From an optimization exercise on the open Yosys and OpenROAD flow, aimed at small area, a short achievable clock period and few clock cycles; shortcuts taken in it are not production practice. At most, simulation tests tie the RTL to the original design; equivalence was not proved.

==> inputs of run C <==
==> flow/design.v <==
module GCD #(parameter WIDTH = 16) (clk,a,b,start,gcd,done);
    input clk;
    input [WIDTH-1:0] a;
    input [WIDTH-1:0] b;
    input start;
    output [WIDTH-1:0] gcd;
    output done;
    localparam KW = 4;    
    reg [WIDTH-1:0] x, y;
    reg [KW-1:0] k;
    function [KW-1:0] ctz;
        input [WIDTH-1:0] v;
        integer i;
        begin
            ctz = 0;
            for (i = WIDTH-1; i >= 0; i = i - 1)
                if (v[i]) ctz = i;
        end
    endfunction
    wire [WIDTH-1:0] e = x ^ y;
    wire [KW-1:0] k_ld = ctz(a | b);
    wire [KW-1:0] t_e = ctz(e) - k;       
    wire [KW-1:0] t_y = ctz(y) - k;
    wire [KW-1:0] t_a = ctz(a) - k_ld;
    wire norm_y = (t_e == 0);
    wire [WIDTH:0] d = {1'b0, x} - {1'b0, y};
    wire neg = d[WIDTH];
    wire signed [WIDTH:0] sin = start ? {1'b0, a} : norm_y ? {1'b0, y} : d;
    wire [KW-1:0] amt = start ? t_a : norm_y ? t_y : t_e;
    wire [WIDTH:0] sh = sin >>> amt;
    wire [WIDTH-1:0] above = {WIDTH{1'b1}} << k << 1;
    wire sneg = !start && !norm_y && neg;
    wire [WIDTH-1:0] r = sh[WIDTH-1:0] ^ (above & {WIDTH{sneg}});
    wire busy = (e != 0);
    always @(posedge clk) begin
        if (start) begin
            x <= r;
            y <= b;
            k <= k_ld;
        end else if (busy) begin
            if (norm_y || neg)
                y <= r;
            else
                x <= r;
        end
    end
    assign gcd = x;
    assign done = !busy;
endmodule
==> flow/run.sh <==
#!/bin/bash
# synth_recipe.tcl (not shown) runs the flow's synth.tcl, then flattens the netlist and writes it again
# the make line also repeats each setting of config.mk as NAME=value (left out here)
make -C /OpenROAD-flow-scripts/flow DESIGN_CONFIG=/design/flow/config.mk WORK_HOME=/design/flow/orfs CLKGATE_MAP_FILE= SYNTH_SCRIPT=/design/flow/synth_recipe.tcl finish
==> flow/config.mk <==
export PLATFORM = sky130hd
export DESIGN_NAME = GCD
export DESIGN_NICKNAME = GCD
export VERILOG_FILES = /design/flow/design.v
export SDC_FILE = /design/flow/constraint.sdc
export NUM_CORES = 4
export LEC_CHECK = 0
export CAP_MARGIN = 20
export CORE_MARGIN = 2
export CORE_UTILIZATION = 40
export SLEW_MARGIN = 20
==> flow/constraint.sdc <==
create_clock -name core_clock -period 3.0 [get_ports {clk}]
set_input_delay 0.6000 -clock core_clock [delete_from_list [all_inputs] [get_ports {clk}]]
set_output_delay 0.6000 -clock core_clock [all_outputs]
set_load 0.01 [all_outputs]
==> inputs of run Y, as changes to run C <==
==> flow/design.v, changed modules only <==
module GCD #(parameter WIDTH = 16) (clk,a,b,start,gcd,done);
    input clk;
    input [WIDTH-1:0] a;
    input [WIDTH-1:0] b;
    input start;
    output [WIDTH-1:0] gcd;
    output done;
    reg [WIDTH-1:0] x, y;
    wire [WIDTH-1:0] e = x ^ y;
    wire [WIDTH-1:0] o = x | y;
    reg [WIDTH-1:0] kh, zx, zy;    
    reg sx, sy, so;
    integer i;
    always @* begin
        sx = 1'b0; sy = 1'b0; so = 1'b0;
        for (i = 0; i < WIDTH; i = i + 1) begin
            kh[i] = o[i] & ~so;
            so = so | o[i];
            sx = sx | x[i];
            sy = sy | y[i];
            zx[i] = ~sx;
            zy[i] = ~sy;
        end
    end
    wire [WIDTH-1:0] kh1 = {kh[WIDTH-2:0], 1'b0};
    wire nx = |(y & zx);
    wire ny = |(x & zy);
    wire x1 = |(x & kh1);
    wire y1 = |(y & kh1);
    wire e1 = x1 ^ y1;                  
    wire [WIDTH-1:0] p = ~e;
    wire [WIDTH-1:0] g = x & ~y;
    wire [WIDTH-1:0] G, P;        
    gcd_prefix #(WIDTH) u_pfx (.g(g), .p(p), .G(G), .P(P));
    wire neg = ~(G[WIDTH-1] | P[WIDTH-1]);    
    wire busy = ~P[WIDTH-1];                  
    wire [WIDTH-1:0] Gb = {G[WIDTH-2:0], 1'b0};
    wire [WIDTH-1:0] Pb = {P[WIDTH-2:0], 1'b1};
    wire [WIDTH-1:0] dxy = p ^ (Gb | Pb);
    wire [WIDTH-1:0] dyx = ~(p ^ Gb);
    wire sub = busy & ~nx & ~ny;
    wire [WIDTH-1:0] rx = e1 ? {1'b0, dxy[WIDTH-1:1]} : {2'b00, dxy[WIDTH-1:2]};
    wire [WIDTH-1:0] ry = e1 ? {1'b0, dyx[WIDTH-1:1]} : {2'b00, dyx[WIDTH-1:2]};
    wire [WIDTH-1:0] xn = x1 ? {1'b0, x[WIDTH-1:1]} : {2'b00, x[WIDTH-1:2]};
    wire [WIDTH-1:0] yn = y1 ? {1'b0, y[WIDTH-1:1]} : {2'b00, y[WIDTH-1:2]};
    wire wx = sub & ~neg;
    wire wy = sub & neg;
    wire [WIDTH-1:0] nxt_x = ({WIDTH{start}} & a) |
                             ({WIDTH{~start & nx}} & xn) |
                             ({WIDTH{~start & ~nx & wx}} & rx) |
                             ({WIDTH{~start & ~nx & ~wx}} & x);
    wire [WIDTH-1:0] nxt_y = ({WIDTH{start}} & b) |
                             ({WIDTH{~start & ny}} & yn) |
                             ({WIDTH{~start & ~ny & wy}} & ry) |
                             ({WIDTH{~start & ~ny & ~wy}} & y);
    always @(posedge clk) begin
        x <= nxt_x;
        y <= nxt_y;
    end
    assign gcd = x;
    assign done = ~busy;
endmodule
module gcd_prefix #(parameter WIDTH = 16) (g, p, G, P);
    input [WIDTH-1:0] g, p;
    output [WIDTH-1:0] G, P;
    localparam L = 4;    
    wire [WIDTH-1:0] gl [0:L];
    wire [WIDTH-1:0] pl [0:L];
    assign gl[0] = g;
    assign pl[0] = p;
    genvar l, i;
    generate
        for (l = 0; l < L; l = l + 1) begin : lv
            for (i = 0; i < WIDTH; i = i + 1) begin : bt
                if (((i >> l) & 1) == 1) begin : op
                    gcd_pg u (.gh(gl[l][i]), .ph(pl[l][i]),
                              .gl(gl[l][((i >> l) << l) - 1]), .pl(pl[l][((i >> l) << l) - 1]),
                              .g(gl[l+1][i]), .p(pl[l+1][i]));
                end else begin : pass
                    assign gl[l+1][i] = gl[l][i];
                    assign pl[l+1][i] = pl[l][i];
                end
            end
        end
    endgenerate
    assign G = gl[L];
    assign P = pl[L];
endmodule
module gcd_pg (gh, ph, gl, pl, g, p);
    input gh, ph, gl, pl;
    output g, p;
    assign g = gh | (ph & gl);
    assign p = ph & pl;
endmodule
--- a/flow/config.mk
+++ b/flow/config.mk
@@ -10,2 +10,3 @@
 export CORE_UTILIZATION = 40
 export SLEW_MARGIN = 20
+export SYNTH_HIERARCHICAL = 1
==> inputs of run D, as changes to run C <==
==> flow/design.v, changed modules only <==
module GCD #(parameter WIDTH = 16) (clk,a,b,start,gcd,done);
    input clk;
    input [WIDTH-1:0] a;
    input [WIDTH-1:0] b;
    input start;
    output [WIDTH-1:0] gcd;
    output done;
    localparam KW = 4;    
    reg [WIDTH-1:0] x, y;
    reg [KW-1:0] k;
    function [KW-1:0] ctz;
        input [WIDTH-1:0] v;
        integer i;
        begin
            ctz = 0;
            for (i = WIDTH-1; i >= 0; i = i - 1)
                if (v[i]) ctz = i;
        end
    endfunction
    wire [WIDTH-1:0] kh = {{(WIDTH-1){1'b0}}, 1'b1} << k;
    wire [WIDTH-1:0] kh1 = {kh[WIDTH-2:0], 1'b0};
    wire [WIDTH-1:0] e = x ^ y;
    wire nx = ~|(x & kh);
    wire ny = ~|(y & kh);
    wire x1 = |(x & kh1);
    wire y1 = |(y & kh1);
    wire e1 = x1 ^ y1;                  
    wire [WIDTH-1:0] p = ~e;
    wire [WIDTH-1:0] g = x & ~y;
    wire [WIDTH-1:0] G, P;        
    gcd_prefix #(WIDTH) u_pfx (.g(g), .p(p), .G(G), .P(P));
    wire neg = ~(G[WIDTH-1] | P[WIDTH-1]);    
    wire busy = ~P[WIDTH-1];                  
    wire [WIDTH-1:0] Gb = {G[WIDTH-2:0], 1'b0};
    wire [WIDTH-1:0] Pb = {P[WIDTH-2:0], 1'b1};
    wire [WIDTH-1:0] dxy = p ^ (Gb | Pb);
    wire [WIDTH-1:0] dyx = ~(p ^ Gb);
    wire sub = busy & ~nx & ~ny;
    wire [WIDTH-1:0] rx = e1 ? {1'b0, dxy[WIDTH-1:1]} : {2'b00, dxy[WIDTH-1:2]};
    wire [WIDTH-1:0] ry = e1 ? {1'b0, dyx[WIDTH-1:1]} : {2'b00, dyx[WIDTH-1:2]};
    wire [WIDTH-1:0] xn = x1 ? {1'b0, x[WIDTH-1:1]} : {2'b00, x[WIDTH-1:2]};
    wire [WIDTH-1:0] yn = y1 ? {1'b0, y[WIDTH-1:1]} : {2'b00, y[WIDTH-1:2]};
    wire wx = sub & ~neg;
    wire wy = sub & neg;
    wire [WIDTH-1:0] nxt_x = ({WIDTH{start}} & a) |
                             ({WIDTH{~start & nx}} & xn) |
                             ({WIDTH{~start & ~nx & wx}} & rx) |
                             ({WIDTH{~start & ~nx & ~wx}} & x);
    wire [WIDTH-1:0] nxt_y = ({WIDTH{start}} & b) |
                             ({WIDTH{~start & ny}} & yn) |
                             ({WIDTH{~start & ~ny & wy}} & ry) |
                             ({WIDTH{~start & ~ny & ~wy}} & y);
    always @(posedge clk) begin
        x <= nxt_x;
        y <= nxt_y;
        if (start)
            k <= ctz(a | b);
    end
    assign gcd = x;
    assign done = ~busy;
endmodule
module gcd_prefix #(parameter WIDTH = 16) (g, p, G, P);
    input [WIDTH-1:0] g, p;
    output [WIDTH-1:0] G, P;
    localparam L = 4;    
    wire [WIDTH-1:0] gl [0:L];
    wire [WIDTH-1:0] pl [0:L];
    assign gl[0] = g;
    assign pl[0] = p;
    genvar l, i;
    generate
        for (l = 0; l < L; l = l + 1) begin : lv
            for (i = 0; i < WIDTH; i = i + 1) begin : bt
                if (((i >> l) & 1) == 1) begin : op
                    gcd_pg u (.gh(gl[l][i]), .ph(pl[l][i]),
                              .gl(gl[l][((i >> l) << l) - 1]), .pl(pl[l][((i >> l) << l) - 1]),
                              .g(gl[l+1][i]), .p(pl[l+1][i]));
                end else begin : pass
                    assign gl[l+1][i] = gl[l][i];
                    assign pl[l+1][i] = pl[l][i];
                end
            end
        end
    endgenerate
    assign G = gl[L];
    assign P = pl[L];
endmodule
module gcd_pg (gh, ph, gl, pl, g, p);
    input gh, ph, gl, pl;
    output g, p;
    assign g = gh | (ph & gl);
    assign p = ph & pl;
endmodule
--- a/flow/config.mk
+++ b/flow/config.mk
@@ -6,6 +6,7 @@
 export NUM_CORES = 4
 export LEC_CHECK = 0
-export CAP_MARGIN = 20
+export CAP_MARGIN = 0
 export CORE_MARGIN = 2
 export CORE_UTILIZATION = 40
-export SLEW_MARGIN = 20
+export SLEW_MARGIN = 0
+export SYNTH_HIERARCHICAL = 1
==> notes.md <==
The lowest first-iteration DRC count belongs to run D, the highest to run C. Global-route usage, highest first: run C, run D, run Y. Core utilization, lowest first: run D, run Y, run C. Run D went through all stages and came out clean. Run C reached the layout checks and failed them: negative setup slack. Run Y finished clean.
Testbench counts of run C, summed over its fixed seeds: cycles 28,429.
Testbench counts of run D, summed over its fixed seeds: cycles 36,528.
For run Y, only the layout was checked, not whether the RTL still works.

[what the ideal ports hide]
In the flow no input, the clock included, has a driving cell. The finished layouts below were timed again as built, in two steps. Step 1 assumes that a clkbuf_16 drives the clock port and a buf_2 every other input. Step 2 adds t to the input delays and takes it off the output delays; t is the mean of the earliest and latest rising clock arrival at the registers after step 1. Input paths then give back, and output paths get back, about the clock's delay inside the block. Three values: ideal ports, drivers, drivers and shift; two values: the first two.
run	t, ns	slack for setup (ns)	hold WS [ns]	worst setup path after step 2	latest minus earliest clock arrival (ns)
run C	0.325	-1.927 / -1.927 / -2.013	0.831 / 0.845 / 1.034	input to register	0.007 / 0.008
run Y	0.327	0.122 / 0.120 / 0.122	0.605 / 0.605 / 0.605	register to register	0.010 / 0.010
run D	0.322	0.153 / 0.153 / 0.153	0.556 / 0.556 / 0.556	register to register	0.008 / 0.007
The setup slack of run C, which loses most, moves by 0.000 ns with the drivers and by -0.086 ns with both steps.
